This design comes from an exercise in tuning for small area on the open sky130 flow, not from production work. The RTL was checked by simulation tests, not by an equivalence proof against the original design. The flow treats the clock pin as an ideal source, which a real chip does not have. Power is estimated from default activity; no workload was simulated.

[flow/run.sh]
#!/bin/bash
# The standard layout (standard.sh) with these changes:
# - clock tree synthesis inserts no dummy loads;
# - after it, flow/post_cts.tcl downsizes the clock buffers (keeping clock
#   pin slews under 118 ps) and the logic cells (keeping timing met and no
#   slew/cap/fanout violations), see flow/area_recover.tcl;
# - ports are buffered with buf_1.
# All tool output goes to standard.log and ORFS's own logs under orfs/logs.
set -euo pipefail
here=$(pwd)
cat >> config.mk <<EOC
export CTS_ARGS = -sink_clustering_enable -repair_clock_nets -dont_use_dummy_load -buf_list sky130_fd_sc_hd__clkbuf_8
export POST_CTS_TCL = $here/flow/post_cts.tcl
export BUFFER_PORTS_ARGS = -buffer_cell sky130_fd_sc_hd__buf_1
EOC
bash standard.sh > standard.log 2>&1
[flow/area_recover.tcl]
# Area recovery: swap each logic cell for the smallest cell of the same
# function (another drive strength) that keeps the design free of max
# slew, capacitance and fanout violations, with setup and hold slack at
# least the margins below (in seconds; placement-estimated parasitics).
set ::ar_setup_margin 0.8e-9
set ::ar_hold_margin 0.1e-9

proc ar_ok {} {
  estimate_parasitics -placement
  if { [sta::max_slew_violation_count] > 0 } { return 0 }
  if { [sta::max_capacitance_violation_count] > 0 } { return 0 }
  if { [sta::max_fanout_violation_count] > 0 } { return 0 }
  if { [sta::worst_slack_cmd max] < $::ar_setup_margin } { return 0 }
  if { [sta::worst_slack_cmd min] < $::ar_hold_margin } { return 0 }
  return 1
}

set dont_use {}
if { [info exists ::env(DONT_USE_CELLS)] } { set dont_use $::env(DONT_USE_CELLS) }
set saved 0.0
set ok0 [ar_ok]
puts "area recover: start ok=$ok0 slew [sta::max_slew_violation_count] cap [sta::max_capacitance_violation_count] fanout [sta::max_fanout_violation_count] setup [sta::worst_slack_cmd max] hold [sta::worst_slack_cmd min]"
if { $ok0 } {
  foreach inst [get_cells *] {
    set ref [get_property $inst ref_name]
    if { ![regexp {^(sky130_fd_sc_hd__[a-z0-9]+)_([0-9]+)$} $ref -> base drive] } { continue }
    if { [regexp {clk|df|dl|tap|fill|decap|conb} $base] } { continue }
    set cur_area [get_property [get_lib_cells */$ref] area]
    set cands {}
    foreach lc [get_lib_cells */${base}_*] {
      set n [get_property $lc name]
      if { ![regexp "^${base}_\[0-9\]+\$" $n] } { continue }
      if { [lsearch -exact $dont_use $n] >= 0 } { continue }
      set a [get_property $lc area]
      if { $a < $cur_area - 1e-6 } { lappend cands [list $a $n] }
    }
    foreach c [lsort -real -index 0 $cands] {
      set n [lindex $c 1]
      replace_cell $inst $n
      if { [ar_ok] } {
        set saved [expr { $saved + $cur_area - [lindex $c 0] }]
        puts "area recover: [get_full_name $inst] $ref -> $n"
        break
      }
      replace_cell $inst $ref
    }
  }
  estimate_parasitics -placement
}
puts "area recover: saved $saved um2"
[flow/post_cts.tcl]
set slew_target 0.118
set sizes {sky130_fd_sc_hd__clkbuf_1 sky130_fd_sc_hd__clkbuf_2 sky130_fd_sc_hd__clkbuf_4 sky130_fd_sc_hd__clkbuf_8 sky130_fd_sc_hd__clkbuf_16}

proc worst_clk_slew {} {
  set mx 0.0
  foreach pin [get_pins -hierarchical */CLK] {
    foreach p {slew_max_rise slew_max_fall} {
      set s [get_property $pin $p]
      if { $s > $mx } { set mx $s }
    }
  }
  return $mx
}

estimate_parasitics -placement
puts "clock resize: worst clock pin slew before [worst_clk_slew]"
set bufs {}
foreach inst [get_cells *] {
  set ref [get_property $inst ref_name]
  if { [string match "sky130_fd_sc_hd__clkbuf_*" $ref] } { lappend bufs [get_full_name $inst] }
}
set bufs [lsort -decreasing $bufs]
foreach b $bufs {
  set orig [get_property [get_cells $b] ref_name]
  foreach m $sizes {
    if { $m eq $orig } { break }
    replace_cell [get_cells $b] $m
    estimate_parasitics -placement
    if { [worst_clk_slew] <= $slew_target } {
      break
    }
    replace_cell [get_cells $b] $orig
  }
  puts "clock resize: $b $orig -> [get_property [get_cells $b] ref_name]"
}
estimate_parasitics -placement
puts "clock resize: worst clock pin slew after [worst_clk_slew]"
source [file join [file dirname [info script]] area_recover.tcl]
detailed_placement
estimate_parasitics -placement
[standard.sh]
#!/bin/bash
# synth_recipe.tcl (not shown) runs the flow's synth.tcl, then flattens the netlist and writes it again
# the make line also repeats each setting of config.mk as NAME=value (left out here)
make -C /OpenROAD-flow-scripts/flow DESIGN_CONFIG=/design/flow/config.mk WORK_HOME=/design/flow/orfs CLKGATE_MAP_FILE= SYNTH_SCRIPT=/design/flow/synth_recipe.tcl "${@:-finish}"
[config.mk]
export PLATFORM = sky130hd
export DESIGN_NAME = dmi_jtag
export DESIGN_NICKNAME = dmi_jtag
export VERILOG_FILES = /design/flow/design.v
export SDC_FILE = /design/flow/constraint.sdc
export NUM_CORES = 4
export LEC_CHECK = 0
export ABC_AREA = 0
export CAP_MARGIN = 0
export CORE_MARGIN = 2
export CORE_UTILIZATION = 55
export CTS_BUF_LIST = sky130_fd_sc_hd__clkbuf_8
export PLACE_DENSITY = 0.65
export SLEW_MARGIN = 0
export SYNTH_HIERARCHICAL = 1
export SYNTH_MINIMUM_KEEP_SIZE = 0
export CTS_ARGS = -sink_clustering_enable -repair_clock_nets -dont_use_dummy_load -buf_list sky130_fd_sc_hd__clkbuf_8
export POST_CTS_TCL = /design/flow/flow/post_cts.tcl
export BUFFER_PORTS_ARGS = -buffer_cell sky130_fd_sc_hd__buf_1
[constraint.sdc]
create_clock -name core_clock -period 8.0 [get_ports {i_clk}]
set_input_delay 1.6000 -clock core_clock [delete_from_list [all_inputs] [get_ports {i_clk}]]
set_output_delay 1.6000 -clock core_clock [all_outputs]
set_load 0.01 [all_outputs]
[design.v]
`timescale 1ns / 1ps
`default_nettype none
module dmi_jtag (
    input  logic i_clk,
    input  logic i_tms,
    input  logic i_td,
    output logic o_td
);
    localparam logic [3:0] EXIT2_DR = 4'h0, EXIT1_DR = 4'h1, SHIFT_DR = 4'h2,
        PAUSE_DR = 4'h3, SELECT_IR = 4'h7, UPDATE_DR = 4'h4, CAPTURE_DR = 4'h6,
        SELECT_DR = 4'h5, EXIT2_IR = 4'h8, EXIT1_IR = 4'h9, SHIFT_IR = 4'hA,
        PAUSE_IR = 4'hB, RUN_IDLE = 4'hC, UPDATE_IR = 4'hD, CAPTURE_IR = 4'hE,
        TEST_RESET = 4'hF;
    logic [3:0] state, next_state;
    logic [31:0] sr;       
    logic [40:0] dmi;      
    logic ia, ib;          
    logic err;             
    logic tdo;
    always_comb begin
        case (state)
            TEST_RESET: next_state = i_tms ? TEST_RESET : RUN_IDLE;
            RUN_IDLE:   next_state = i_tms ? SELECT_DR  : RUN_IDLE;
            SELECT_DR:  next_state = i_tms ? SELECT_IR  : CAPTURE_DR;
            CAPTURE_DR: next_state = i_tms ? EXIT1_DR   : SHIFT_DR;
            SHIFT_DR:   next_state = i_tms ? EXIT1_DR   : SHIFT_DR;
            EXIT1_DR:   next_state = i_tms ? UPDATE_DR  : PAUSE_DR;
            PAUSE_DR:   next_state = i_tms ? EXIT2_DR   : PAUSE_DR;
            EXIT2_DR:   next_state = i_tms ? UPDATE_DR  : SHIFT_DR;
            UPDATE_DR:  next_state = i_tms ? SELECT_DR  : RUN_IDLE;
            SELECT_IR:  next_state = i_tms ? TEST_RESET : CAPTURE_IR;
            CAPTURE_IR: next_state = i_tms ? EXIT1_IR   : SHIFT_IR;
            SHIFT_IR:   next_state = i_tms ? EXIT1_IR   : SHIFT_IR;
            EXIT1_IR:   next_state = i_tms ? UPDATE_IR  : PAUSE_IR;
            PAUSE_IR:   next_state = i_tms ? EXIT2_IR   : PAUSE_IR;
            EXIT2_IR:   next_state = i_tms ? UPDATE_IR  : SHIFT_IR;
            default:    next_state = i_tms ? SELECT_DR  : RUN_IDLE;  
        endcase
    end
    always_ff @(posedge i_clk)
        state <= next_state;
    wire tlr    = (state == TEST_RESET);
    wire cap_dr = (state == CAPTURE_DR);
    wire cap_ir = (state == CAPTURE_IR);
    wire sh_dr  = (state == SHIFT_DR);
    wire sh_ir  = (state == SHIFT_IR);
    wire upd_dr = (state == UPDATE_DR);
    wire upd_ir = (state == UPDATE_IR);
    wire sel_id    = ia & ~ib;
    wire sel_dtmcs = ~ia & ib;
    wire sel_dmi   = ia & ib;
    logic s_sh, s_hold, d_sh, d_hold;
    dmi_jtag_ctrl u_ctrl (
        .sh_dr(sh_dr), .sh_ir(sh_ir), .cap_dr(cap_dr), .cap_ir(cap_ir),
        .tlr(tlr), .sel_dmi(sel_dmi),
        .s_sh(s_sh), .s_hold(s_hold), .d_sh(d_sh), .d_hold(d_hold)
    );
    wire ld_ir = cap_ir;
    wire ld_dt = cap_dr & sel_dtmcs;
    logic [31:0] ld;
    always_comb begin
        ld = '0;
        ld[27] = ld_ir;
        ld[29] = ld_ir;
        ld[10] = ld_dt & err;
        ld[18] = ld_dt;
        ld[22] = ld_dt;
        ld[23] = ld_dt;
        ld[24] = ld_dt;
        ld[28] = ld_dt;
    end
    wire s_in = i_td ^ (sel_id & ~state[3]);   
    always_ff @(posedge i_clk)
        sr <= ld | ({32{s_sh}} & {s_in, sr[31:1]}) | ({32{s_hold}} & sr);
    always_ff @(posedge i_clk)
        dmi <= ({41{d_sh}} & {i_td, dmi[40:1]}) | ({41{d_hold}} & dmi);
    wire ir_z = ~(sr[28] | sr[29] | sr[30]);
    always_ff @(posedge i_clk) begin
        if (tlr) begin
            ia <= 1'b1;
            ib <= 1'b0;
        end else if (upd_ir) begin
            ia <= ir_z & sr[27];
            ib <= ir_z & sr[31];
        end
    end
    always_ff @(negedge i_clk) begin
        if (tlr)
            err <= 1'b0;
        else if (upd_dr) begin
            if (sel_dtmcs && (sr[15] || sr[14]))
                err <= 1'b0;
            else if (sel_dmi)
                err <= 1'b1;
        end
    end
    always_ff @(negedge i_clk)
        tdo <= (sh_ir & sr[27]) |
               (sh_dr & sel_id & ~sr[0]) |
               (sh_dr & sel_dtmcs & sr[0]) |
               (sh_dr & sel_dmi & dmi[0]);
    assign o_td = tdo;
endmodule
module dmi_jtag_ctrl (
    input  logic sh_dr, sh_ir, cap_dr, cap_ir, tlr, sel_dmi,
    output logic s_sh, s_hold, d_sh, d_hold
);
    assign s_sh   = sh_dr | sh_ir;
    assign s_hold = ~(sh_dr | sh_ir | cap_dr | cap_ir);
    assign d_sh   = sh_dr & sel_dmi;
    assign d_hold = ~(tlr | (sh_dr & sel_dmi));
endmodule
==> out/metrics.sh, run 1 <==
ENDPOINT_KIND='primary output'
CP-START-KIND='flip-flop'
ANTENNA_VIOLATIONS_BEFORE_REPAIR=0
DRTPASS1ITERATIONS=4
STDCELL_AREA_UM2=2735
IOS=4
POWER.DENSITY_nW_PER_UM2=302.7
VIA_PER_INST=5.912
SLOWEST_DELAY_NS=0.30
FINAL.SETUP_SKEW_NS=0.07064
CLK_PIN_SLEW_NS=0.11
SUM_OF_BUFFERS_AND_INVERTERS_ON_THE_CRITICAL_PATH=1
SYNTH.MOST_COMMON_CELL='dfxtp_1'
GRT_START_MAX_NET_PINS=42
DIE_WIDTH_UM=74.26
CLOCK_SINKS=81
POST_SYNTH_MAIN_AREA_CONTRIBUTORS='dfxtp_1 (60%), a22o_1 (22%), a221o_1 (2.6%), clkbuf_1 (1.4%), nor3_4 (1.2%)'
TIMING_HOLD_VIOLATIONS_FINAL=0
SYNTHDOMINANTAREACELLTYPE='dfxtp_1'
PLACE.GP.CONGESTION=0.7919
TOTALNEGATIVESETUPSLACK_NS=0
CRIT_ARRIVAL_NS=4.88
FIRST_PASS_GRT_WIRE_LENGTH_MM=7.355
ROUTED-VIA-COUNT=1679
DRT_WL_TOTAL_MM=4.280
MAX-VDD-IR-DROP_V=0.0001333
FINALMAXSLEWVIOLATIONS=0
DIE_H_UM=74.26
DR.FIRST_ITER.DRC_COUNT=116
SYNTH-MAIN-FF-CELL='dfxtp_1'
SYNTH-SEQ-CELLS=81
DRC_ERRORS=0
LAYOUT-DRIVE-GT1-SHARE=0.06452
WL_PER_CELL_UM=15.07
AREA_GROWTH_PCT=0.7372
FIRST_GLOBAL_VIAS=1568
START_UTIL=0.5711
SYN-INSTANCE-COUNT=220
ANTENNA-DIODE-COUNT=0
SYNTH_AREA_PER_INST_UM2=12.34
DESIGN.CORE.AREA_UM2=4755
DIE_AREA_UM2=5515
NNETSFINAL=222
WORST_PATH_MAX_DELAY_CELL='dfxtp_1'
HOLD_PATH.CLASS='reg2reg'
TIGHTEST_SLEW_NS=1.274
SYNTH.YOSYS.SEQ_AREA_SHARE=0.5972
ROUTE.ANTENNA.REMAINING_NETS=0
SYNTH_WARNINGS=7
IO_BUFFER_COUNT=3
TRITONCTS='built'
PLACEDINSTANCEAREA_UM2=2755
SYNTHTOPCELLSBYCOUNT='dfxtp_1 (81), a22o_1 (67), clkbuf_1 (10)'
FILLCELLCOUNT=440
ROWS=25
DETAILEDPLACEMENTHPWL_MM=2.624
WORSTSKEWPAIRLATENCY_NS=0.44
GRT_REMAINING_OVERFLOW=0
STATUS='complete, no violations'
SLEW_HEADROOM=0.1506
GRT_UTIL_ALL_LAYERS=0.1768
POSTSYNTH.ASYNCRESETSHARE=0
CRIT_PATH_CELL_TRACE='buf_1'
WORSTPATHREQUIRED_NS=6.40
COUNT_OF_MAX_CAP_CONSTRAINT_VIOLATIONS=0
SYNTH-EDFF-COUNT=0
WORST-SETUP-PATH-TYPE='reg2out'
CPLARGESTDELAYFAMILY='flip-flops'
WORSTPATHMAXFANOUT=1
SYNTH_CELL_TYPE_COUNT=37
RSZ0062_AT_GRT='false'
SYN_AREA_UM2=2715
SYNTH.NET_COUNT=223
SYNTH.TOP_CELL.AREA_SHARE=0.5972
TOTAL_LEAKAGE_POWER_nW=1.061
TOTAL_SETUP_VIOLATIONS_REPORTED_AT_THE_END_OF_THE_FLOW=0
## modules after synthesis, one instance, submodules excluded
module,area (um2),cells inside
dmi_jtag,2684,216
dmi_jtag_ctrl,31.28,4
## final timing paths
check	from	endpoint	slack, ns	cells past startpoint
worst min register to register	sr[4]	sr[3]	0.46	1
worst max register to register	state[1]	tdo	2.59	3
worst min-delay path	sr[4]	sr[3]	0.46	1
worst max-delay path	tdo	o_td	1.52	1
## final cells by class
cell class	count	area [um2]	area share
inverters	4	15.01	0.005489
multi-input cells	116	909.6	0.3326
clock buffers	9	77.57	0.02836
clock inverters	2	7.507	0.002745
well taps	67	83.83	0.03065
flip-flops and latches	81	1622	0.5929
repair buffers	5	20.02	0.007319
## per-layer routing
metal,vias to the layer above,wire [um],track usage,share of wire
met5,-,0,0,0
met4,0,17,0.06349,0.0040
met3,2,181,0.07724,0.042
met2,24,1976,0.2500,0.46
met1,814,2104,0.2422,0.49
li1,839,-,-,-
## layout by cell type, fill, tap and decap left out, drive strengths merged, types with 2 or more instances in the layout
cell,Yosys,routed
nor2,6,6
dfxtp,81,81
buf,8,5
a221o,7,7
or2,2,2
clkbuf,10,9
nor3,6,6
o21ai,4,4
and2,4,4
a21oi,4,4
inv,5,6
a22o,67,67
## flip-flops by register name, indices dropped and copies added (netlist names)
register	cells
err	1
ib	1
sr	32
ia	1
dmi	41
state	4
tdo	1
## metrics by stage
step           instances  worst slack [ns]    util  power [mW]  hold WS, ns
2_1_floorplan        220             2.069       -      0.6603       0.4392
3_3_place_gp         274             1.966  0.5795      0.6866       0.4535
3_5_place_dp         274             1.967  0.5795      0.6994       0.4550
5_1_grt              284             1.436  0.5753      0.8837       0.4841
6_report             284             1.523  0.5753      0.8279       0.4580
## where the power goes
part / switching, mW / internal, mW
registers: 0.0438 / 0.443
logic: 0.105 / 0.0568
clock network: 0.117 / 0.0619
total: 0.266 / 0.562
## cells by family after synthesis
kind of cell    count (synthesis)  share of synthesized area
compound gates                 90                     0.2862
simple gates                   25                    0.07604
flops                          81                     0.5972
buf+inv                        23                    0.03733
xor+xnor                        1                   0.003226
==> run 2: changes to the inputs <==
--- a/config.mk
+++ b/config.mk
@@ -9,7 +9,7 @@
 export CAP_MARGIN = 0
 export CORE_MARGIN = 2
-export CORE_UTILIZATION = 55
+export CORE_UTILIZATION = 85
 export CTS_BUF_LIST = sky130_fd_sc_hd__clkbuf_8
-export PLACE_DENSITY = 0.65
+export PLACE_DENSITY = 0.92
 export SLEW_MARGIN = 0
 export SYNTH_HIERARCHICAL = 1
==> out/metrics.sh, run 2 <==
STATUS='complete, no violations'
WORSTPATHREQUIRED_NS=6.40  # about the same
ENDPOINT_KIND='primary output'
ANTENNA-DIODE-COUNT=0  # unchanged
WORSTSKEWPAIRLATENCY_NS=0.52  # +0.08 ns
GRT_REMAINING_OVERFLOW=0  # unchanged
ANTENNA_VIOLATIONS_BEFORE_REPAIR=0  # unchanged
SYNTH_CELL_TYPE_COUNT=37  # unchanged
POSTSYNTH.ASYNCRESETSHARE=0  # unchanged
SLOWEST_DELAY_NS=0.31  # about the same
CP-START-KIND='flip-flop'
SYNTH.MOST_COMMON_CELL='dfxtp_1'
LAYOUT_COMMONEST_CELL='dfxtp_1'
ROWS=20  # -20%
WORST-SETUP-PATH-TYPE='reg2out'
SLEW_HEADROOM=0.07747  # -0.07312
TOTAL_SETUP_VIOLATIONS_REPORTED_AT_THE_END_OF_THE_FLOW=0  # unchanged
COUNT_OF_MAX_CAP_CONSTRAINT_VIOLATIONS=0  # unchanged
CPLARGESTDELAYFAMILY='flip-flops'
PLACEDINSTANCEAREA_UM2=2726  # -1.0%
IO_BUFFER_COUNT=3  # unchanged
SYNTH-SEQ-CELLS=81  # unchanged
GRT_UTIL_ALL_LAYERS=0.3846  # +0.2078
SYNTH-EDFF-COUNT=0  # unchanged
CLK_PIN_SLEW_NS=0.12  # about the same
SYNTH.TOP_CELL.AREA_SHARE=0.5972  # unchanged
SYNTH_AREA_PER_INST_UM2=12.34  # unchanged
AREA_GROWTH_PCT=-0.5990
RSZ0062_AT_GRT='false'
SYNTHTOPCELLSBYCOUNT='dfxtp_1 (81), a22o_1 (67), clkbuf_1 (10)'
PLACE.GP.CONGESTION=0.8309  # +4.9%
SYNTH-COMPOUND-AREA-SHARE=0.2862  # unchanged
DIE_H_UM=60.52  # -19%
DRC_ERRORS=0  # unchanged
STDCELL_AREA_UM2=2699  # -1.3%
CRIT_ARRIVAL_NS=4.98  # +0.10 ns
SYN-INSTANCE-COUNT=220  # unchanged
YOSYS.AREA_SHARE.XOR_XNOR=0.003226  # unchanged
TIMING_HOLD_VIOLATIONS_FINAL=0  # unchanged
MOST_FREQUENT_CELLS_IN_THE_LAYOUT='dfxtp_1 (81), a22o_1 (67), a221o_1 (7), clkbuf_4 (7)'
ROUTE.ANTENNA.REMAINING_NETS=0  # unchanged
SYNTH-MAIN-FF-CELL='dfxtp_1'
DRT_WL_TOTAL_MM=6.331  # +48%
ROUTED-VIA-COUNT=1956  # +16%
START_UTIL=0.8893  # +0.3183
POST_SYNTH_MAIN_AREA_CONTRIBUTORS='dfxtp_1 (60%), a22o_1 (22%), a221o_1 (2.6%), clkbuf_1 (1.4%), nor3_4 (1.2%)'
CLOCK_SINKS=81  # unchanged
SYNTH_TOP_FAMILY_BY_AREA='compound AO/OA/AOI/OAI gates'
SYNTHADDERAREAFRAC=0  # unchanged
SYNTH.AREA.MUX_SHARE=0  # unchanged
NNETSFINAL=222  # unchanged
REG_TOP3='dmi x41, sr x32, state x4'
FINALMAXSLEWVIOLATIONS=0  # unchanged
WORSTPATHMAXFANOUT=1  # unchanged
SYN_AREA_UM2=2715  # unchanged
POST-ROUTE-UTIL=0.8840  # +0.3088
DR.FIRST_ITER.DRC_COUNT=253  # +120%
CRIT_PATH_CELL_TRACE='buf_1'
SYNTH.YOSYS.SEQ_AREA_SHARE=0.5972  # unchanged
SYNTHDOMINANTAREACELLTYPE='dfxtp_1'
LARGEST_REGISTER_FFS=41  # unchanged
FIRST_GLOBAL_VIAS=1831  # +17%
FINAL.SETUP_SKEW_NS=0.03828  # -0.03236 ns
DRTPASS1ITERATIONS=7  # +3
WL_PER_CELL_UM=24.26  # +61%
TRITONCTS='built'
IOS=4  # unchanged
TIGHTEST_SLEW_NS=1.384  # +0.1097 ns
SYNTH_WARNINGS=7  # unchanged
MAX-VDD-IR-DROP_V=0.0002413  # +81%
SYNTH.NET_COUNT=223  # unchanged
FIRST_PASS_GRT_WIRE_LENGTH_MM=9.660  # +31%
DIE_AREA_UM2=3662  # -34%
REGMOSTFLOPS='dmi'
TOTAL_LEAKAGE_POWER_nW=1.057  # -0.32%
POWER.DENSITY_nW_PER_UM2=317.1  # +4.8%
LAYOUT-DRIVE-GT1-SHARE=0.05991  # -0.004608
DESIGN.CORE.AREA_UM2=3053  # -36%
TOTALNEGATIVESETUPSLACK_NS=0  # unchanged
SYNTH_SIMPLE_GATE_AREA_SHARE=0.07604  # unchanged
VIA_PER_INST=7.494  # +27%
DETAILEDPLACEMENTHPWL_MM=3.360  # +28%
POWER_mW=0.8558  # +3.4%
SUM_OF_BUFFERS_AND_INVERTERS_ON_THE_CRITICAL_PATH=1  # unchanged
HOLD_PATH.CLASS='reg2reg'
GRT_START_MAX_NET_PINS=42  # unchanged
DIE_WIDTH_UM=60.52  # -19%
WORST_PATH_MAX_DELAY_CELL='dfxtp_1'
run 2: cell types whose count changed in the layout (fill, tap and decap cells not counted):
cell      before  now
and2_1         2    3
and2_2         1    0
clkbuf_4       6    7
clkbuf_8       2    1
run 2: metrics by stage:
step,setup WS [ns],hold slack [ns],instances
6_report,1.420,0.4649,261
5_1_grt,1.383,0.4978,261
3_5_place_dp,1.954,0.4537,251
3_3_place_gp,1.967,0.4531,251
2_1_floorplan,2.069,0.4392,220
run 2: layout make-up:
class	instances	area, um2
Clock buffer	9	71.32
Clock inverter	2	7.507
Fill cell	140	354.1
Inverter	4	15.01
Multi-Input combinational cell	116	908.4
Sequential cell	81	1622
Tap cell	44	55.05
Timing Repair Buffer	5	20.02
run 2: where the power goes:
group          switching (mW)  internal [mW]  total [mW]
clock                   0.127         0.0556       0.182
sequential             0.0540          0.443       0.497
combinational           0.119         0.0571       0.177
total                   0.300          0.556       0.856
run 2: per-module statistics from Yosys, one instance, submodules excluded:
module,copies in the design,cells,flip-flops and latches,area [um2]
dmi_jtag_ctrl,1,4,0,31.28
dmi_jtag,1,216,81,2684
run 2: worst reg2reg max path: cells and delay by family (launching register included):
family,cells,cell delay (ns)
DFF,1,0.54
and+or+nand+nor,2,0.74
AOI/OAI and AO/OA,1,0.21
run 2: final timing paths:
path	start	endpoint	slack [ns]	depth (start not counted)
setup / recovery	tdo	o_td	1.42	1
hold / removal	dmi[22]	dmi[21]	0.46	1
setup reg to reg	state[1]	tdo	2.47	3
hold reg to reg	dmi[22]	dmi[21]	0.46	1
run 2: cells by family after synthesis:
family                    Yosys count
AOI/OAI and AO/OA                  90
DFF                                81
and+or+nand+nor                    25
buffers and inverters              23
xor gates and xnor gates            1
run 2: metal layers:
layer | vias up | share of wire | global-route usage
li1 | 834 | - | -
met2 | 128 | 0.47 | 0.6040
met4 | 0 | 0.061 | 0.2547
met1 | 949 | 0.40 | 0.4582
met3 | 45 | 0.070 | 0.1173
met5 | - | 0 | 0
==> run 3: changes to the inputs <==
--- a/config.mk
+++ b/config.mk
@@ -9,7 +9,6 @@
 export CAP_MARGIN = 0
 export CORE_MARGIN = 2
-export CORE_UTILIZATION = 85
+export CORE_UTILIZATION = 40
 export CTS_BUF_LIST = sky130_fd_sc_hd__clkbuf_8
-export PLACE_DENSITY = 0.92
 export SLEW_MARGIN = 0
 export SYNTH_HIERARCHICAL = 1
==> out/metrics.sh, run 3 <==
DETAILEDPLACEMENTHPWL_MM=2.499  # -26%
ENDPOINT_KIND='primary output'
CLOCK_SINKS=81  # unchanged
DR.FIRST_ITER.DRC_COUNT=89  # -65%
POWER_mW=0.8284  # -3.2%
REGMOSTFLOPS='dmi'
DESIGN.CORE.AREA_UM2=6681  # +120%
CLK_PIN_SLEW_NS=0.09  # -0.03 ns
WORST-SETUP-PATH-TYPE='reg2out'
CRIT_PATH_CELL_TRACE='buf_1'
FINALMAXSLEWVIOLATIONS=0  # unchanged
ROWS=30  # +50%
START_UTIL=0.4064  # -0.4830
ANTENNA_VIOLATIONS_BEFORE_REPAIR=0  # unchanged
DRC_ERRORS=0  # unchanged
SYNTH.MOST_COMMON_CELL='dfxtp_1'
SYNTH_WARNINGS=7  # unchanged
LARGEST_REGISTER_FFS=41  # unchanged
FIRST_PASS_GRT_WIRE_LENGTH_MM=7.265  # -25%
STATUS='complete, no violations'
HOLD_WS_NS=0.4687  # +0.003782 ns
DRT_WL_TOTAL_MM=4.267  # -33%
SYNTH_AREA_PER_INST_UM2=12.34  # unchanged
DIE_AREA_UM2=7462  # +100%
TOTAL_SETUP_VIOLATIONS_REPORTED_AT_THE_END_OF_THE_FLOW=0  # unchanged
MULTI_INPUT_COMB_AREA_UM2=909.6  # +0.14%
SYN_AREA_UM2=2715  # unchanged
PLACEDINSTANCEAREA_UM2=2771  # +1.7%
DPL_WORST_SLACK_NS=1.972  # +0.01846 ns
LAYOUT_COMMONEST_CELL='dfxtp_1'
WORST_PATH_MAX_DELAY_CELL='dfxtp_1'
NNETSFINAL=222  # unchanged
SYNTH.YOSYS.SEQ_AREA_SHARE=0.5972  # unchanged
SLOWEST_DELAY_NS=0.29  # -0.02 ns
SLEW_HEADROOM=0.1601  # +0.08267
FF_LATCH_AREA_UM2=1622  # unchanged
LAYOUT-DRIVE-GT1-SHARE=0.06452  # +0.004608
ROUTED-VIA-COUNT=1678  # -14%
SYNTH-SEQ-CELLS=81  # unchanged
WORSTPATHMAXFANOUT=1  # unchanged
ROUTE.ANTENNA.REMAINING_NETS=0  # unchanged
COUNT_OF_MAX_CAP_CONSTRAINT_VIOLATIONS=0  # unchanged
IOS=4  # unchanged
DRTPASS1ITERATIONS=4  # -3
POST-ROUTE-UTIL=0.4124  # -0.4717
GRT_REMAINING_OVERFLOW=0  # unchanged
GRT_UTIL_ALL_LAYERS=0.1246  # -0.2600
SYNTHDOMINANTAREACELLTYPE='dfxtp_1'
POSTSYNTH.ASYNCRESETSHARE=0  # unchanged
TIGHTEST_SLEW_NS=1.260  # -0.1240 ns
ANTENNA-DIODE-COUNT=0  # unchanged
CPLARGESTDELAYFAMILY='flip-flops'
FINAL.SETUP_SKEW_NS=0.04775  # +0.009475 ns
TOTALNEGATIVESETUPSLACK_NS=0  # unchanged
TIMING_HOLD_VIOLATIONS_FINAL=0  # unchanged
SYNTH-MAIN-FF-CELL='dfxtp_1'
STDCELL_AREA_UM2=2755  # +2.1%
STDCELL_COUNT=297  # +14%
SYN-INSTANCE-COUNT=220  # unchanged
WL_PER_CELL_UM=14.37  # -41%
WORSTSKEWPAIRLATENCY_NS=0.49  # -0.03 ns
TRITONCTS='built'
MOST_FREQUENT_CELLS_IN_THE_LAYOUT='dfxtp_1 (81), a22o_1 (67), a221o_1 (7)'
PLACED_CELLS=287  # +14%
POSTLAYOUTSETUPSLACKWORST_NS=1.499  # +0.07811 ns
SYNTHTOPCELLSBYCOUNT='dfxtp_1 (81), a22o_1 (67), clkbuf_1 (10)'
RSZ0062_AT_GRT='false'
VIA_PER_INST=5.650  # -25%
AREA_GROWTH_PCT=1.475
SYNTH.NET_COUNT=223  # unchanged
IO_BUFFER_COUNT=3  # unchanged
SYNTH.TOP_CELL.AREA_SHARE=0.5972  # unchanged
HOLD_PATH.CLASS='reg2reg'
CRIT_ARRIVAL_NS=4.90  # -0.08 ns
POST_SYNTH_MAIN_AREA_CONTRIBUTORS='dfxtp_1 (60%), a22o_1 (22%), a221o_1 (2.6%), clkbuf_1 (1.4%), nor3_4 (1.2%)'
DIE_WIDTH_UM=86.39  # +43%
CP-START-KIND='flip-flop'
GRT_START_MAX_NET_PINS=42  # unchanged
WORSTPATHREQUIRED_NS=6.40  # about the same
SUM_OF_BUFFERS_AND_INVERTERS_ON_THE_CRITICAL_PATH=1  # unchanged
TOTAL_LEAKAGE_POWER_nW=1.063  # +0.52%
POWER.DENSITY_nW_PER_UM2=300.7  # -5.2%
MAX-VDD-IR-DROP_V=0.0001267  # -47%
REG_TOP3='dmi x41, sr x32, state x4'
FILLCELLCOUNT=655  # +370%
FIRST_GLOBAL_VIAS=1531  # -16%
SYNTH-EDFF-COUNT=0  # unchanged
PLACE.GP.CONGESTION=0.7619  # -8.3%
DIE_H_UM=86.39  # +43%
SYNTH_CELL_TYPE_COUNT=37  # unchanged
run 3: cell counts after synthesis:
Identical to the previous run, type by type.
run 3: Yosys stat by module (local to each module, per instance):
module / cell area [um2] / flops+latches
dmi_jtag_ctrl: 31.28 / 0
dmi_jtag: 2684 / 81
run 3: power breakdown:
part           switching [mW]  internal [mW]
combinational           0.105         0.0567
clock                   0.116         0.0637
sequential             0.0440          0.443
run 3: cell type report:
class,count,share of cell area
tap,80,0.03633
timing repair buffer,5,0.007266
clock inverter,2,0.002725
clock buffer,9,0.02952
inverter,4,0.005450
multi-input combinational,116,0.3302
sequential,81,0.5886
run 3: layer usage:
layer,share of wire,vias up,GRT usage,routed length [um]
li1,-,836,-,-
met1,0.53,819,0.1674,2251
met2,0.43,18,0.1741,1852
met3,0.028,5,0.04952,118
met4,0.010,0,0.05966,44
met5,0,-,0,0
run 3: kinds of logic after synthesis:
| logic type | after synthesis | synth area share |
|---|---|---|
| and+or+nand+nor | 25 | 0.07604 |
| AOI/OAI and AO/OA | 90 | 0.2862 |
| buffers and inverters | 23 | 0.03733 |
| DFF | 81 | 0.5972 |
| xor gates and xnor gates | 1 | 0.003226 |
run 3: path summary, 6_finish.rpt:
path	end	slack (ns)	cells past startpoint	startpoint
min reg2reg	sr[11]	0.47	1	sr[12]
max	o_td	1.50	1	tdo
max reg2reg	tdo	2.62	3	state[1]
min	sr[11]	0.47	1	sr[12]
==> run 4: changes to the inputs <==
--- a/config.mk
+++ b/config.mk
@@ -9,6 +9,7 @@
 export CAP_MARGIN = 0
 export CORE_MARGIN = 2
-export CORE_UTILIZATION = 40
+export CORE_UTILIZATION = 70
 export CTS_BUF_LIST = sky130_fd_sc_hd__clkbuf_8
+export PLACE_DENSITY = 0.8
 export SLEW_MARGIN = 0
 export SYNTH_HIERARCHICAL = 1
==> out/metrics.sh, run 4 <==
FIRST_GLOBAL_VIAS=1616  # +5.6%
VIA_PER_INST=6.370  # +13%
WORST-SETUP-PATH-TYPE='reg2out'
FINALMAXSLEWVIOLATIONS=0  # unchanged
CRIT_PATH_CELL_TRACE='buf_1'
DRTPASS1ITERATIONS=4  # unchanged
SYNTH.MOST_COMMON_CELL='dfxtp_1'
CLK_PIN_SLEW_NS=0.08  # about the same
FINAL.SETUP_SKEW_NS=0.03111  # -0.01664 ns
FILLCELLCOUNT=265  # -60%
FF_LATCH_AREA_UM2=1622  # unchanged
SYNTH-MAIN-FF-CELL='dfxtp_1'
WORSTPATHREQUIRED_NS=6.40  # about the same
FIRST_PASS_GRT_WIRE_LENGTH_MM=7.493  # +3.1%
ROUTE.ANTENNA.REMAINING_NETS=0  # unchanged
YOSYS.AREA_SHARE.XOR_XNOR=0.003226  # unchanged
CPLARGESTDELAYFAMILY='flip-flops'
GRT_START_MAX_NET_PINS=42  # unchanged
SYNTH.TOP_CELL.AREA_SHARE=0.5972  # unchanged
POSTLAYOUTSETUPSLACKWORST_NS=1.505  # +0.006590 ns
SYN-INSTANCE-COUNT=220  # unchanged
REGMOSTFLOPS='dmi'
IOS=4  # unchanged
SYNTH-COMPOUND-AREA-SHARE=0.2862  # unchanged
DETAILEDPLACEMENTHPWL_MM=2.648  # +5.9%
SYNTH.YOSYS.SEQ_AREA_SHARE=0.5972  # unchanged
PLACE.GP.CONGESTION=0.8536  # +12%
LAYOUT_COMMONEST_CELL='dfxtp_1'
STATUS='complete, no violations'
LAYOUT-DRIVE-GT1-SHARE=0.05991  # -0.004608
LARGEST_REGISTER_FFS=41  # unchanged
CRIT_ARRIVAL_NS=4.89  # about the same
SUM_OF_BUFFERS_AND_INVERTERS_ON_THE_CRITICAL_PATH=1  # unchanged
DESIGN.CORE.AREA_UM2=3689  # -45%
MAX-VDD-IR-DROP_V=0.0001958  # +55%
DIE_AREA_UM2=4393  # -41%
HOLD_PATH.CLASS='reg2reg'
DRC_ERRORS=0  # unchanged
SYNTH_AREA_PER_INST_UM2=12.34  # unchanged
COUNT_OF_MAX_CAP_CONSTRAINT_VIOLATIONS=0  # unchanged
MULTI_INPUT_COMB_AREA_UM2=908.4  # -0.14%
POSTSYNTH.ASYNCRESETSHARE=0  # unchanged
POST_SYNTH_MAIN_AREA_CONTRIBUTORS='dfxtp_1 (60%), a22o_1 (22%), a221o_1 (2.6%), clkbuf_1 (1.4%), nor3_4 (1.2%)'
SYNTH.NET_COUNT=223  # unchanged
MOST_FREQUENT_CELLS_IN_THE_LAYOUT='dfxtp_1 (81), a22o_1 (67), a221o_1 (7)'
ANTENNA-DIODE-COUNT=0  # unchanged
POWER.DENSITY_nW_PER_UM2=304.5  # +1.3%
WORSTPATHMAXFANOUT=1  # unchanged
TIMING_HOLD_VIOLATIONS_FINAL=0  # unchanged
SYNTH_TOP_FAMILY_BY_AREA='compound AO/OA/AOI/OAI gates'
SYNTH-EDFF-COUNT=0  # unchanged
CLOCK_SINKS=81  # unchanged
DRT_WL_TOTAL_MM=4.228  # -0.91%
TIGHTEST_SLEW_NS=1.311  # +0.05157 ns
ANTENNA_VIOLATIONS_BEFORE_REPAIR=0  # unchanged
SLOWEST_DELAY_NS=0.30  # about the same
WORST_PATH_MAX_DELAY_CELL='dfxtp_1'
SYN_AREA_UM2=2715  # unchanged
TOTAL_SETUP_VIOLATIONS_REPORTED_AT_THE_END_OF_THE_FLOW=0  # unchanged
DR.FIRST_ITER.DRC_COUNT=100  # +12%
GRT_REMAINING_OVERFLOW=0  # unchanged
DIE_WIDTH_UM=66.28  # -23%
WORSTSKEWPAIRLATENCY_NS=0.47  # -0.02 ns
TRITONCTS='built'
SYNTH-SEQ-CELLS=81  # unchanged
REG_TOP3='dmi x41, sr x32, state x4'
SYNTH.AREA.MUX_SHARE=0  # unchanged
SYNTHTOPCELLSBYCOUNT='dfxtp_1 (81), a22o_1 (67), clkbuf_1 (10)'
AREA_GROWTH_PCT=-0.1843
SYNTHADDERAREAFRAC=0  # unchanged
TOTALNEGATIVESETUPSLACK_NS=0  # unchanged
POST-ROUTE-UTIL=0.7347  # +0.3224
SYNTH_CELL_TYPE_COUNT=37  # unchanged
RSZ0062_AT_GRT='false'
NNETSFINAL=222  # unchanged
IO_BUFFER_COUNT=3  # unchanged
DIE_H_UM=66.28  # -23%
ROWS=22  # -27%
SYNTHDOMINANTAREACELLTYPE='dfxtp_1'
CP-START-KIND='flip-flop'
GRT_UTIL_ALL_LAYERS=0.2270  # +0.1024
SYNTH_SIMPLE_GATE_AREA_SHARE=0.07604  # unchanged
DPL_WORST_SLACK_NS=1.969  # -0.003690 ns
START_UTIL=0.7361  # +0.3297
SYNTH_WARNINGS=7  # unchanged
ENDPOINT_KIND='primary output'
WL_PER_CELL_UM=15.95  # +11%
SLEW_HEADROOM=0.1258  # -0.03438
ROUTED-VIA-COUNT=1688  # +0.60%
TOTAL_LEAKAGE_POWER_nW=1.060  # -0.28%
[run 4: cell counts after synthesis]
No cell type changed its count.
[run 4: worst paths after layout]
| check | from | end | slack, ns | cells past startpoint |
|---|---|---|---|---|
| setup / recovery | tdo | o_td | 1.51 | 1 |
| hold / removal | dmi[33] | dmi[33] | 0.48 | 1 |
| setup reg to reg | state[1] | tdo | 2.51 | 3 |
| hold reg to reg | dmi[33] | dmi[33] | 0.48 | 1 |
[run 4: modules after synthesis, one instance, submodules excluded]
module / flops+latches / cells
dmi_jtag: 81 / 216
dmi_jtag_ctrl: 0 / 4
[run 4: layer usage]
layer | GRT usage | vias to the layer above | wire length [um]
met2 | 0.3350 | 26 | 1820
met5 | 0 | - | 0
met1 | 0.3032 | 826 | 2211
li1 | - | 832 | -
met3 | 0.07325 | 4 | 150
met4 | 0.1020 | 0 | 46
[run 4: cells by family (layout without fill, tap and decap cells)]
group / Yosys count / count (layout)
and+or+nand+nor: 25 / 25
xor gates and xnor gates: 1 / 1
DFF: 81 / 81
buffers and inverters: 23 / 20
AOI/OAI and AO/OA: 90 / 90
[run 4: report_power, final]
group | total (mW) | internal, mW | switching [mW]
clock network | 0.172 | 0.0609 | 0.111
registers | 0.489 | 0.443 | 0.0459
logic | 0.165 | 0.0569 | 0.108
total | 0.825 | 0.561 | 0.264
[run 4: metrics by stage]
step                      area, um2  std cells  total power, mW  hold WS (ns)
final                          2710        265           0.8253        0.4756
after global routing           2710        265           0.8753        0.4937
after detailed placement       2731        255           0.6997        0.4537
after global placement         2731        255           0.6867        0.4532
after floorplan                2715        220           0.6603        0.4392
[run 4: layout make-up]
class / count / share of cell area
Sequential cell: 81 / 0.5983
Multi-Input combinational cell: 116 / 0.3352
Clock buffer: 9 / 0.02862
Tap cell: 48 / 0.02216
Timing Repair Buffer: 5 / 0.007387
Inverter: 4 / 0.005540
Clock inverter: 2 / 0.002770
==> run 5: changes to the inputs <==
--- a/flow/area_recover.tcl
+++ b/flow/area_recover.tcl
@@ -24,4 +24,6 @@
   foreach inst [get_cells *] {
     set ref [get_property $inst ref_name]
+    # clock tree buffers are sized by post_cts.tcl
+    if { [string match "clkbuf_*" [get_full_name $inst]] } { continue }
     if { ![regexp {^(sky130_fd_sc_hd__[a-z0-9]+)_([0-9]+)$} $ref -> base drive] } { continue }
     if { [regexp {clk|df|dl|tap|fill|decap|conb} $base] } { continue }
--- a/flow/post_cts.tcl
+++ b/flow/post_cts.tcl
@@ -1,4 +1,4 @@
 set slew_target 0.118
-set sizes {sky130_fd_sc_hd__clkbuf_1 sky130_fd_sc_hd__clkbuf_2 sky130_fd_sc_hd__clkbuf_4 sky130_fd_sc_hd__clkbuf_8 sky130_fd_sc_hd__clkbuf_16}
+set sizes {sky130_fd_sc_hd__clkbuf_1 sky130_fd_sc_hd__clkbuf_2 sky130_fd_sc_hd__clkbuf_4 sky130_fd_sc_hd__buf_4 sky130_fd_sc_hd__buf_6 sky130_fd_sc_hd__clkbuf_8 sky130_fd_sc_hd__clkbuf_16}
 
 proc worst_clk_slew {} {
@@ -18,5 +18,5 @@
 foreach inst [get_cells *] {
   set ref [get_property $inst ref_name]
-  if { [string match "sky130_fd_sc_hd__clkbuf_*" $ref] } { lappend bufs [get_full_name $inst] }
+  if { [string match "clkbuf_*" [get_full_name $inst]] } { lappend bufs [get_full_name $inst] }
 }
 set bufs [lsort -decreasing $bufs]
==> out/metrics.sh, run 5 <==
FF_LATCH_AREA_UM2=1622  # unchanged
DETAILEDPLACEMENTHPWL_MM=2.648  # unchanged
DRTPASS1ITERATIONS=4  # unchanged
SYNTH.TOP_CELL.AREA_SHARE=0.5972  # unchanged
FIRST_PASS_GRT_WIRE_LENGTH_MM=7.493  # unchanged
IO_BUFFER_COUNT=3  # unchanged
IOS=4  # unchanged
TOTALNEGATIVESETUPSLACK_NS=0  # unchanged
LAUNCH_POINT_OF_THE_WORST_PATH='tdo'
PLACEDINSTANCEAREA_UM2=2731  # unchanged
HOLD-PATH-CELL-COUNT=1  # unchanged
START_UTIL=0.7361  # unchanged
ANTENNA-DIODE-COUNT=0  # unchanged
CP-START-KIND='flip-flop'
WORST-SETUP-PATH-TYPE='reg2out'
VIA_PER_INST=6.389  # +0.30%
SYNTH.YOSYS.SEQ_AREA_SHARE=0.5972  # unchanged
TRITONCTS='built'
CRIT_ARRIVAL_NS=4.88  # about the same
WORSTPATHMAXFANOUT=1  # unchanged
SYNTH-MAIN-FF-CELL='dfxtp_1'
HOLDPATHEND='dmi[12]'
AREA_GROWTH_PCT=-0.6451
SYNTH-SEQ-CELLS=81  # unchanged
SYNTHTOPCELLSBYCOUNT='dfxtp_1 (81), a22o_1 (67), clkbuf_1 (10)'
WORST_REG2REG_PATH_ENDPOINT='tdo'
WORSTSKEWPAIRLATENCY_NS=0.45  # -0.02 ns
REGMOSTFLOPS='dmi'
RR_WORST_DEPTH=3  # unchanged
SYN-INSTANCE-COUNT=220  # unchanged
NNETSFINAL=222  # unchanged
POST_SYNTH_MAIN_AREA_CONTRIBUTORS='dfxtp_1 (60%), a22o_1 (22%), a221o_1 (2.6%), clkbuf_1 (1.4%), nor3_4 (1.2%)'
TOP_LAYER='met4'
STDCELL_AREA_UM2=2698  # -0.46%
DIE_WIDTH_UM=66.28  # unchanged
ROUTE.ANTENNA.REMAINING_NETS=0  # unchanged
SYNTH.MOST_COMMON_CELL='dfxtp_1'
TIGHTEST_SLEW_NS=1.319  # +0.007381 ns
DESIGN.CORE.AREA_UM2=3689  # unchanged
DIE_AREA_UM2=4393  # unchanged
DRT_WL_TOTAL_MM=4.225  # about the same
SYNTH-COMPOUND-AREA-SHARE=0.2862  # unchanged
WL_PER_CELL_UM=15.94  # about the same
WORST-R2R-SETUP-SLACK_NS=2.52  # about the same
DIE_H_UM=66.28  # unchanged
SYNTH_AREA_PER_INST_UM2=12.34  # unchanged
FINALMAXSLEWVIOLATIONS=0  # unchanged
PLACE.GP.CONGESTION=0.8536  # unchanged
SYNTHDOMINANTAREACELLTYPE='dfxtp_1'
MAX-VDD-IR-DROP_V=0.0001958  # about the same
TOTAL_LEAKAGE_POWER_nW=1.055  # -0.45%
STATUS='complete, no violations'
GRT_REMAINING_OVERFLOW=0  # unchanged
CRIT_PATH_CELL_TRACE='buf_1'
SYNTH.NET_COUNT=223  # unchanged
SLOWEST_DELAY_NS=0.30  # about the same
FIRST_GLOBAL_VIAS=1616  # unchanged
FINAL.SETUP_SKEW_NS=0.02761  # -0.003503 ns
MULTI_INPUT_COMB_AREA_UM2=908.4  # unchanged
MOST_FREQUENT_CELLS_IN_THE_LAYOUT='dfxtp_1 (81), a22o_1 (67), a221o_1 (7)'
LAYOUT_COMMONEST_CELL='dfxtp_1'
DR_WL_MET3_UM=140  # -6.7%
YOSYS.AREA_SHARE.XOR_XNOR=0.003226  # unchanged
GRT_START_MAX_NET_PINS=42  # unchanged
DRC_ERRORS=0  # unchanged
CLOCK_SINKS=81  # unchanged
POSTSYNTH.ASYNCRESETSHARE=0  # unchanged
SYNTH.AREA.MUX_SHARE=0  # unchanged
ENDPOINT_KIND='primary output'
POWER.DENSITY_nW_PER_UM2=302.1  # -0.79%
CRITICAL_PATH.REG2REG.STARTPOINT='state[1]'
TIMING.HOLD.WORST.START='dmi[13]'
ROUTED-VIA-COUNT=1693  # +0.30%
COUNT_OF_MAX_CAP_CONSTRAINT_VIOLATIONS=0  # unchanged
WORST_PATH_MAX_DELAY_CELL='dfxtp_1'
WORSTPATHREQUIRED_NS=6.40  # about the same
HOLD_PATH.CLASS='reg2reg'
SLEW_HEADROOM=0.1208  # -0.004921
TOTAL_SETUP_VIOLATIONS_REPORTED_AT_THE_END_OF_THE_FLOW=0  # unchanged
LAYOUT-DRIVE-GT1-SHARE=0.05991  # unchanged
SYNTH_SIMPLE_GATE_AREA_SHARE=0.07604  # unchanged
DR_WL_MET2_MM=1.821  # about the same
SYNTH_CELL_TYPE_COUNT=37  # unchanged
SUM_OF_BUFFERS_AND_INVERTERS_ON_THE_CRITICAL_PATH=1  # unchanged
CLK_PIN_SLEW_NS=0.11  # +0.03 ns
SYNTH_TOP_FAMILY_BY_AREA='compound AO/OA/AOI/OAI gates'
RSZ0062_AT_GRT='false'
CP_NUM_CELLS=1  # unchanged
SYNTHADDERAREAFRAC=0  # unchanged
REG_TOP3='dmi x41, sr x32, state x4'
ROWS=22  # unchanged
CPLARGESTDELAYFAMILY='flip-flops'
SYN_AREA_UM2=2715  # unchanged
DETAIL_ROUTE.WIRELENGTH.MET1_MM=2.216  # +0.23%
SYNTH-EDFF-COUNT=0  # unchanged
LARGEST_REGISTER_FFS=41  # unchanged
HOLD_WS_NS=0.4799  # +0.004256 ns
TIMING_HOLD_VIOLATIONS_FINAL=0  # unchanged
FILLCELLCOUNT=268  # +1.1%
GRT_UTIL_ALL_LAYERS=0.2270  # unchanged
ANTENNA_VIOLATIONS_BEFORE_REPAIR=0  # unchanged
SYNTH_WARNINGS=7  # unchanged
DR.FIRST_ITER.DRC_COUNT=99  # -1.0%
run 5: per-layer routing:
layer,track usage,vias to the layer above
met5,0,-
met4,0.1020,0
met3,0.07325,4
met2,0.3350,28
met1,0.3032,829
li1,-,832
run 5: cells by family after synthesis:
| logic type | Yosys count |
|---|---|
| AND/OR/NAND/NOR | 25 |
| XOR/XNOR | 1 |
| buffers and inverters | 23 |
| AO/OA/AOI/OAI | 90 |
| flip-flops | 81 |
run 5: area by class of cell:
cell class / count / area share
Clock buffer: 9 / 0.02412
Clock inverter: 2 / 0.002783
Inverter: 4 / 0.005566
Multi-Input combinational cell: 116 / 0.3367
Sequential cell: 81 / 0.6011
Tap cell: 48 / 0.02226
Timing Repair Buffer: 5 / 0.007421
run 5: stage by stage:
stage | cells | worst slack, ns | utilization | power [mW]
finish | 265 | 1.518 | 0.7313 | 0.8150
global route | 265 | 1.448 | 0.7313 | 0.8651
detailed placement | 255 | 1.969 | 0.7405 | 0.6997
global placement | 255 | 1.967 | 0.7405 | 0.6867
floorplan | 220 | 2.069 | - | 0.6603
run 5: per-module statistics from Yosys (local to each module, per instance):
| module | cells | times used |
|---|---|---|
| dmi_jtag | 216 | 1 |
| dmi_jtag_ctrl | 4 | 1 |
run 5: report_power, final:
group / switching (mW) / internal (mW)
Sequential: 0.0455 / 0.443
Combinational: 0.108 / 0.0569
Clock: 0.110 / 0.0517
run 5: worst max-delay path by stage:
stage	end	slack (ns)
3_5_place_dp	o_td	1.97
2_1_floorplan	o_td	2.07
3_3_place_gp	o_td	1.97
5_1_grt	o_td	1.45
6_report	o_td	1.52
